Source: an optimization exercise on an open RTL-to-GDS flow (aim: small area, a short achievable clock period and few clock cycles). Production flows keep margins and buffers that such runs may drop.
Function was checked by simulation only, so behaviour that the tests miss may differ from the original.
Power is estimated from default activity; no workload was simulated.

===== flow/design.v =====
module axi_data_width_downsizer #(
	parameter			DATA_WIDTH_FROM	= 64,
	parameter			DATA_WIDTH_TO	= 8,
	parameter	byte	TID_WIDTH		= 1,
	parameter	byte	TDEST_WIDTH		= 1,
	parameter	byte	TUSER_WIDTH		= 1,
	parameter	bit		TID_EN			= 0,
	parameter	bit		TDEST_EN		= 0,
	parameter	bit		TUSER_EN		= 0
)(
	input logic aclk,
	input logic areset_n,
	output	logic								s_axis_tready,
	input	logic								s_axis_tvalid,
	input	logic [DATA_WIDTH_FROM - 1:0]		s_axis_tdata,
	input	logic [DATA_WIDTH_FROM / 8 - 1:0]	s_axis_tkeep,
	input	logic								s_axis_tlast,
	input	logic [TID_WIDTH - 1:0]				s_axis_tid,
	input	logic [TDEST_WIDTH - 1:0]			s_axis_tdest,
	input	logic [TUSER_WIDTH - 1:0]			s_axis_tuser,
	input	logic								m_axis_tready,
	output	logic								m_axis_tvalid,
	output	logic [DATA_WIDTH_TO - 1:0]			m_axis_tdata,
	output	logic [DATA_WIDTH_TO / 8 - 1:0]		m_axis_tkeep,
	output	logic								m_axis_tlast,
	output	logic [TID_WIDTH - 1:0]				m_axis_tid,
	output	logic [TDEST_WIDTH - 1:0]			m_axis_tdest,
	output	logic [TUSER_WIDTH - 1:0]			m_axis_tuser
);
localparam	COUNT = DATA_WIDTH_FROM / DATA_WIDTH_TO;
logic [DATA_WIDTH_FROM - 1:0]		data_in;
logic [DATA_WIDTH_FROM / 8 - 1:0]	data_in_keep;
logic								data_in_last;
logic [$clog2(COUNT):0]				counter;
assign s_axis_tready = counter == 0;
assign m_axis_tvalid = counter != 0;
logic [$clog2(COUNT):0]				chunk;
logic								end_of_beat;
assign chunk = COUNT - counter;
assign end_of_beat = (counter == 1) ||
	((counter > 1) && ('0 == data_in_keep[(chunk + 1) * (DATA_WIDTH_TO / 8) +: (DATA_WIDTH_TO / 8)]));
always_comb begin
	m_axis_tdata = '0;
	if (counter != 0)
		m_axis_tdata = data_in[chunk * DATA_WIDTH_TO +: DATA_WIDTH_TO];
end
always_comb begin
	m_axis_tkeep = '0;
	if (counter != 0)
		m_axis_tkeep = data_in_keep[chunk * (DATA_WIDTH_TO / 8) +: (DATA_WIDTH_TO / 8)];
end
always_comb begin
	m_axis_tlast = '0;
	if (counter != 0) begin
		if (counter == 1)
			m_axis_tlast = data_in_last;
		else if (end_of_beat)
			m_axis_tlast = 1'b1;
	end
end
always_ff @(posedge aclk) begin
	if (!areset_n)
		counter <= 0;
	else begin
		if (s_axis_tready && s_axis_tvalid)
			counter <= COUNT;
		else if (m_axis_tready && m_axis_tvalid) begin
			if (end_of_beat)
				counter <= '0;
			else
				counter <= counter - 1;
		end
	end
end
always_ff @(posedge aclk) begin
	if (!areset_n)
		data_in_last <= '0;
	else if (s_axis_tready && s_axis_tvalid)
		data_in_last <= s_axis_tlast;
end
always_ff @(posedge aclk) begin
	if (!areset_n)
		data_in_keep <= '0;
	else if (s_axis_tready && s_axis_tvalid)
		data_in_keep <= s_axis_tkeep;
end
always_ff @(posedge aclk) begin
	if (!areset_n)
		data_in <= '0;
	else if (s_axis_tready && s_axis_tvalid)
		data_in <= s_axis_tdata;
end
always_ff @(posedge aclk) begin
	if (!areset_n)
		m_axis_tuser <= 'b0;
	else if (TUSER_EN)
		m_axis_tuser <= s_axis_tuser;
end
always_ff @(posedge aclk) begin
	if (!areset_n)
		m_axis_tid <= 'b0;
	else if (TID_EN)
		m_axis_tid <= s_axis_tid;
end
always_ff @(posedge aclk) begin
	if (!areset_n) 
		m_axis_tdest <= 'b0;
	else if (TDEST_EN)
		m_axis_tdest <= s_axis_tdest;
end
endmodule
module axi_data_width_converter_top #(
	parameter		SLAVE_DATA_WIDTH	= 256,
	parameter		MASTER_DATA_WIDTH	= 32,
	parameter byte	TID_WIDTH			= 1, 
	parameter byte	TDEST_WIDTH			= 1,
	parameter byte	TUSER_WIDTH			= 1,
	parameter bit	TID_EN				= 0,
	parameter bit	TDEST_EN			= 0,
	parameter bit	TUSER_EN			= 0
)(
	input logic aclk,
	input logic areset_n,
	output	logic								s_axis_tready,
	input	logic								s_axis_tvalid,
	input	logic [SLAVE_DATA_WIDTH - 1:0]		s_axis_tdata,
	input	logic [SLAVE_DATA_WIDTH / 8 - 1:0]	s_axis_tkeep,
	input	logic								s_axis_tlast,
	input	logic [TID_WIDTH - 1:0]				s_axis_tid,
	input	logic [TDEST_WIDTH - 1:0]			s_axis_tdest,
	input	logic [TUSER_WIDTH - 1:0]			s_axis_tuser,
	input	logic								m_axis_tready,
	output	logic								m_axis_tvalid,
	output	logic [MASTER_DATA_WIDTH - 1:0]		m_axis_tdata,
	output	logic [MASTER_DATA_WIDTH / 8 - 1:0]	m_axis_tkeep,
	output	logic								m_axis_tlast,
	output	logic [TID_WIDTH - 1:0]				m_axis_tid,
	output	logic [TDEST_WIDTH - 1:0]			m_axis_tdest,
	output	logic [TUSER_WIDTH - 1:0]			m_axis_tuser
);
logic [SLAVE_DATA_WIDTH - 1:0]		reg_s_axis_tdata;
logic [SLAVE_DATA_WIDTH / 8 - 1:0]	reg_s_axis_tkeep;
logic [MASTER_DATA_WIDTH - 1:0]		reg_m_axis_tdata;
logic [MASTER_DATA_WIDTH / 8 - 1:0] reg_m_axis_tkeep;
logic reg_m_axis_tvalid;
logic reg_m_axis_tready;
logic reg_m_axis_tlast;
logic reg_s_axis_tready;
logic reg_s_axis_tvalid;
logic reg_s_axis_tlast;
assign s_axis_tready = reg_s_axis_tready || !reg_s_axis_tvalid;
assign reg_m_axis_tready = m_axis_tready || !m_axis_tvalid;
always_ff @(posedge aclk) begin
	if (!areset_n) begin 
		reg_s_axis_tvalid <= 'b0;
		reg_s_axis_tdata <= 'b0;
		reg_s_axis_tkeep <= 'b0;
		reg_s_axis_tlast <= 'b0;
	end
	else if (s_axis_tready) begin 
		reg_s_axis_tvalid <= s_axis_tvalid;
		reg_s_axis_tdata <= s_axis_tdata;
		reg_s_axis_tkeep <= s_axis_tkeep;
		reg_s_axis_tlast <= s_axis_tlast;
	end
end
always_ff @(posedge aclk) begin
	if (!areset_n) begin
		m_axis_tvalid <= 'b0;
		m_axis_tdata <= 'b0;
		m_axis_tkeep <= 'b0;
		m_axis_tlast <= 'b0;
	end
	else if (m_axis_tready || !m_axis_tvalid) begin 
		m_axis_tvalid <= reg_m_axis_tvalid;
		m_axis_tdata <= reg_m_axis_tdata;
		m_axis_tkeep <= reg_m_axis_tkeep;
		m_axis_tlast <= reg_m_axis_tlast;
	end
end
axi_data_width_downsizer #(
		.DATA_WIDTH_FROM(SLAVE_DATA_WIDTH),
		.DATA_WIDTH_TO(MASTER_DATA_WIDTH),
		.TID_WIDTH(TID_WIDTH),
		.TDEST_WIDTH(TDEST_WIDTH),
		.TUSER_WIDTH(TUSER_WIDTH),
		.TID_EN(TID_EN),
		.TDEST_EN(TDEST_EN),
		.TUSER_EN(TUSER_EN)
	) downsizer(
		.aclk(aclk),
		.areset_n(areset_n),
		.s_axis_tid(s_axis_tid),
		.s_axis_tdest(s_axis_tdest),
		.s_axis_tuser(s_axis_tuser),
		.m_axis_tid(m_axis_tid),
		.m_axis_tdest(m_axis_tdest),
		.m_axis_tuser(m_axis_tuser),
		.s_axis_tready(reg_s_axis_tready),
		.s_axis_tvalid(reg_s_axis_tvalid),
		.s_axis_tkeep(reg_s_axis_tkeep),
		.s_axis_tdata(reg_s_axis_tdata),
		.s_axis_tlast(reg_s_axis_tlast),
		.m_axis_tready(reg_m_axis_tready),
		.m_axis_tvalid(reg_m_axis_tvalid),
		.m_axis_tdata(reg_m_axis_tdata),
		.m_axis_tkeep(reg_m_axis_tkeep),
		.m_axis_tlast(reg_m_axis_tlast)
	);
endmodule

===== flow/run.sh =====
#!/bin/bash
# synth_recipe.tcl (not shown) runs the flow's synth.tcl, then flattens the netlist and writes it again
# the make line also repeats each setting of config.mk as NAME=value (left out here)
make -C /OpenROAD-flow-scripts/flow DESIGN_CONFIG=/design/flow/config.mk WORK_HOME=/design/flow/orfs CLKGATE_MAP_FILE= SYNTH_SCRIPT=/design/flow/synth_recipe.tcl finish

===== flow/config.mk =====
export PLATFORM = sky130hd
export DESIGN_NAME = axi_data_width_converter_top
export DESIGN_NICKNAME = axi_data_width_converter_top
export VERILOG_FILES = /design/flow/design.v
export SDC_FILE = /design/flow/constraint.sdc
export NUM_CORES = 4
export LEC_CHECK = 0
export CAP_MARGIN = 20
export CORE_MARGIN = 2
export CORE_UTILIZATION = 40
export SLEW_MARGIN = 20

===== flow/constraint.sdc =====
create_clock -name core_clock -period 4.0 [get_ports {aclk}]
set_input_delay 0.8000 -clock core_clock [delete_from_list [all_inputs] [get_ports {aclk}]]
set_output_delay 0.8000 -clock core_clock [all_outputs]
set_load 0.01 [all_outputs]

==> impl_metrics.yaml <==
timing:
  fin_tns_setup_ps: 0
  setup_viol: 0
  maxSlewHeadroom_pct: 33.0
  tightest_slew_ps: 1000
  fin_crit_sh_pct: 87.1
  hold_viol_final: 0
  max_freq_mhz: 287
  finalCriticalPeriod_ps: 3490
  skew_ps: 21.7
  rsz0062_at_grt: "false"
  slew_viol_final: 0
global_route:
  grt_usage_pct: 22.1
  grt_remaining_overflow: 0
  grt_pass1_wl_mm: 111
  grt_pass1_vias: 19400
  grt_start_max_net_pins: 161
  antenna_found_initial: 10
setup_path:
  r2r_start: "downsizer.counter[0]"
  crit_required_ps: 3200
  startpoint_type: "register"
  r2r_cells: 8
  startpoint: "downsizer.counter[0]"
  cp_data_arrival_time_ps: 2690
  r2r_slack_ps: 960
  crit-reg2reg-capture: "reg_s_axis_tdata[50]"
  worstSetupPathType: "reg -> out"
  crit_end: "s_axis_tready"
  endpoint_kind: "output port"
  critPathMaxFanout: 20
finish:
  post-route-util_pct: 50.1
  layout_common_cells: "1199 x nand2_1, 620 x dfxtp_1, 479 x a21boi_0"
  final_net_count: 3356
  mostFrequentLayoutCell: "nand2_1"
  area_growth_pct: 23.5
  fin_cells: 3942
  drive_gt1_share_pct: 6.77
yosys:
  synth_warnings: 2
  yosys.cell_types.count: 39
  ys_seq_elements: 621
  synth_fa_ha_area_share_pct: 0.0998
  synthMuxAreaShare_pct: 7.95
  synth_xor_area_share_pct: 0.0699
  synth_top_family_by_area: "simple AND/OR/NAND/NOR gates"
  synth_ff_type: "dfxtp_1"
  synth-compound-area-share_pct: 18.4
  ys_seq_area_share_pct: 49.6
  synth_edf_count: 0
  synth_cells: 2856
  synth_area_um2: 25100
  synthSimpleGateAreaFrac_pct: 19.4
  synth.avg_cell_area_um2: 8.78
  async_reset_ff_share_pct: 0
pwr:
  p_sw_w: 0.00317
  peakVddDrop_v: 0.000265
  leakagePower_nw: 11.6
  comb_power_share_pct: 7.5
  p_sw_share_pct: 23.0
  powerDensity_nw_per_um2: 445
  pwr-share-seq_pct: 48.0
  clockPowerShare_pct: 44.5
  internal_power_w: 0.0106
floorplan:
  rows: 91
  die-area_um2: 64700
  core-area_um2: 61800
  ioPinCount: 338
  initial_core_util_pct: 40.5
  die_w_um: 254
  die-height_um: 254
detailed_routing:
  antenna_left: 0
  route.detailed.drc: 0
  wl_mm: 71.9
  vias: 19800
  drtPass1Iterations: 8
  post_drt_via_cell_ratio: 5.01
  wl_per_cell_um: 18.2
  drt_iter0_drc: 1230
cts:
  clk_pin_slew_worst_paths_ps: 60
  clockRootBuffer: "clkbuf_16"
  htreeDepth: 3
  ctsHoldBuffers: 0
  clock_latency_ps: 600
  cts_setup_buffers: 0
  cts_tree: "yes"
  cts_buffer_depth: 3
  cts_buffers: 68
  postCtsResizedCells: 0
  cts.sinks: 621
placed_design:
  dp_hpwl_mm: 49.0
  gp_congestion: 0.879
  portBuffers: 331
  dp.cells: 3825
job:
  cap_violations: 0
min_path:
  hp-class: "reg -> reg"
run_status:
  status: "timing/DRC/antenna clean"
## cell usage after synthesis (5+ instances only)
| master | instances | area [um2] |
|---|---|---|
| buf_6 | 11 | 124 |
| a21boi_1 | 100 | 751 |
| and2_1 | 38 | 238 |
| buf_4 | 14 | 105 |
| dfxtp_1 | 621 | 12400 |
| nand2_1 | 1199 | 4500 |
| clkbuf_1 | 137 | 514 |
| nor4_1 | 5 | 31.3 |
| o21ai_0 | 40 | 200 |
| mux4_2 | 72 | 1620 |
| buf_2 | 61 | 305 |
| mux2i_1 | 37 | 370 |
| a21boi_0 | 479 | 3600 |
## registers in the layout (all words and copies together) (netlist names), 4 cells and up
signal,count
downsizer.data_in_keep,32
reg_s_axis_tdata,256
downsizer.counter,4
m_axis_tkeep,4
m_axis_tdata,32
reg_s_axis_tkeep,32
downsizer.data_in,256
## per-layer routing
layer / vias up / share of wire (%) / GRT usage [%]
met5: - / 0.16 / 0
met4: 18 / 2.0 / 5.45
li1: 9784 / - / -
met2: 402 / 46 / 35.6
met3: 107 / 5.5 / 4.85
met1: 9446 / 46 / 30.2
## final cells by class
type	count	area [um2]
fill	5729	30900
sequential	621	12400
multi-input combinational	2002	11600
timing repair buffer	360	3670
clock buffer	100	2020
tap	837	1050
clock inverter	16	168
inverter	5	26.3
antenna	1	2.50
## logic make-up (layout without fill, tap and decap cells)
group	after synthesis	after routing
and+or+nand+nor	1258	1258
AOI/OAI and AO/OA	628	628
DFF	621	621
buffers and inverters	235	481
muxes	109	109
adders and majority gates	2	2
xor gates and xnor gates	2	2
other	1	4
## worst min path at each step
stage / from / to / slack (ps) / cells past startpoint
global placement: reg_s_axis_tdata[220] / reg_s_axis_tdata[220] / 440 / 2
floorplan: reg_s_axis_tdata[136] / reg_s_axis_tdata[136] / 430 / 2
CTS: reg_s_axis_tdata[170] / reg_s_axis_tdata[170] / 450 / 2
global route: reg_s_axis_tdata[161] / reg_s_axis_tdata[161] / 470 / 2
detailed placement: reg_s_axis_tdata[179] / reg_s_axis_tdata[179] / 440 / 2
finish: reg_s_axis_tdata[170] / reg_s_axis_tdata[170] / 450 / 2
## power by group through the flow
stage	logic (W)	clock network, W	registers, W
6_report	0.00104	0.00613	0.00661
5_1_grt	0.00114	0.00651	0.00664
4_1_cts	0.00105	0.00626	0.00661
3_5_place_dp	0.00105	0	0.00674
3_3_place_gp	0.00103	0	0.00673
2_1_floorplan	0.000560	0	0.00669
## metrics by stage
| step | setup WS, ps | total power [W] | hold WS, ps | cell area [um2] |
|---|---|---|---|---|
| after detailed placement | 953 | 0.00779 | 443 | 28800 |
| after global routing | 410 | 0.0143 | 469 | 31000 |
| after CTS | 461 | 0.0139 | 449 | 31000 |
| after global placement | 1070 | 0.00777 | 441 | 28800 |
| after floorplan | 1310 | 0.00725 | 431 | 25100 |
| final | 515 | 0.0138 | 447 | 31000 |
## critical path, stage by stage (launching register included)
cell	delay, ps
dfxtp_4	340
inv_1	130
ha_4	220
or3b_1	430
and2_4	280
inv_8	120
clkdlybuf4s50_1	550
Testbench counts, summed over its fixed seeds: cycles 21,026.

==> what the ideal ports hide <==
In the flow no input, the clock included, has a driving cell. The finished layout below was timed again as built, in two steps.
Step 1: set_driving_cell puts a clkbuf_16 on aclk and a buf_2 on each other input, an assumption about the parent block.
Step 2 moves the port delays by t, midway between the first and last clock arrival at a register: inputs arrive t later, outputs are due t later. That takes back most of the time a late clock gives input paths.
a / b / c = no drivers / after step 1 / after step 2; a / b = the first two.
shift t [ns]: 0.655
slack for setup (ns): 0.515 / 0.451 / 0.961
hold WS [ns]: 0.447 / 0.447 / 0.447
slew at the worst register clock pin (ns): 0.06 / 0.06
After both steps setup and hold are still met in this run. For this run, drivers alone change the setup slack by -0.064 ns; drivers and shift together by +0.446 ns.
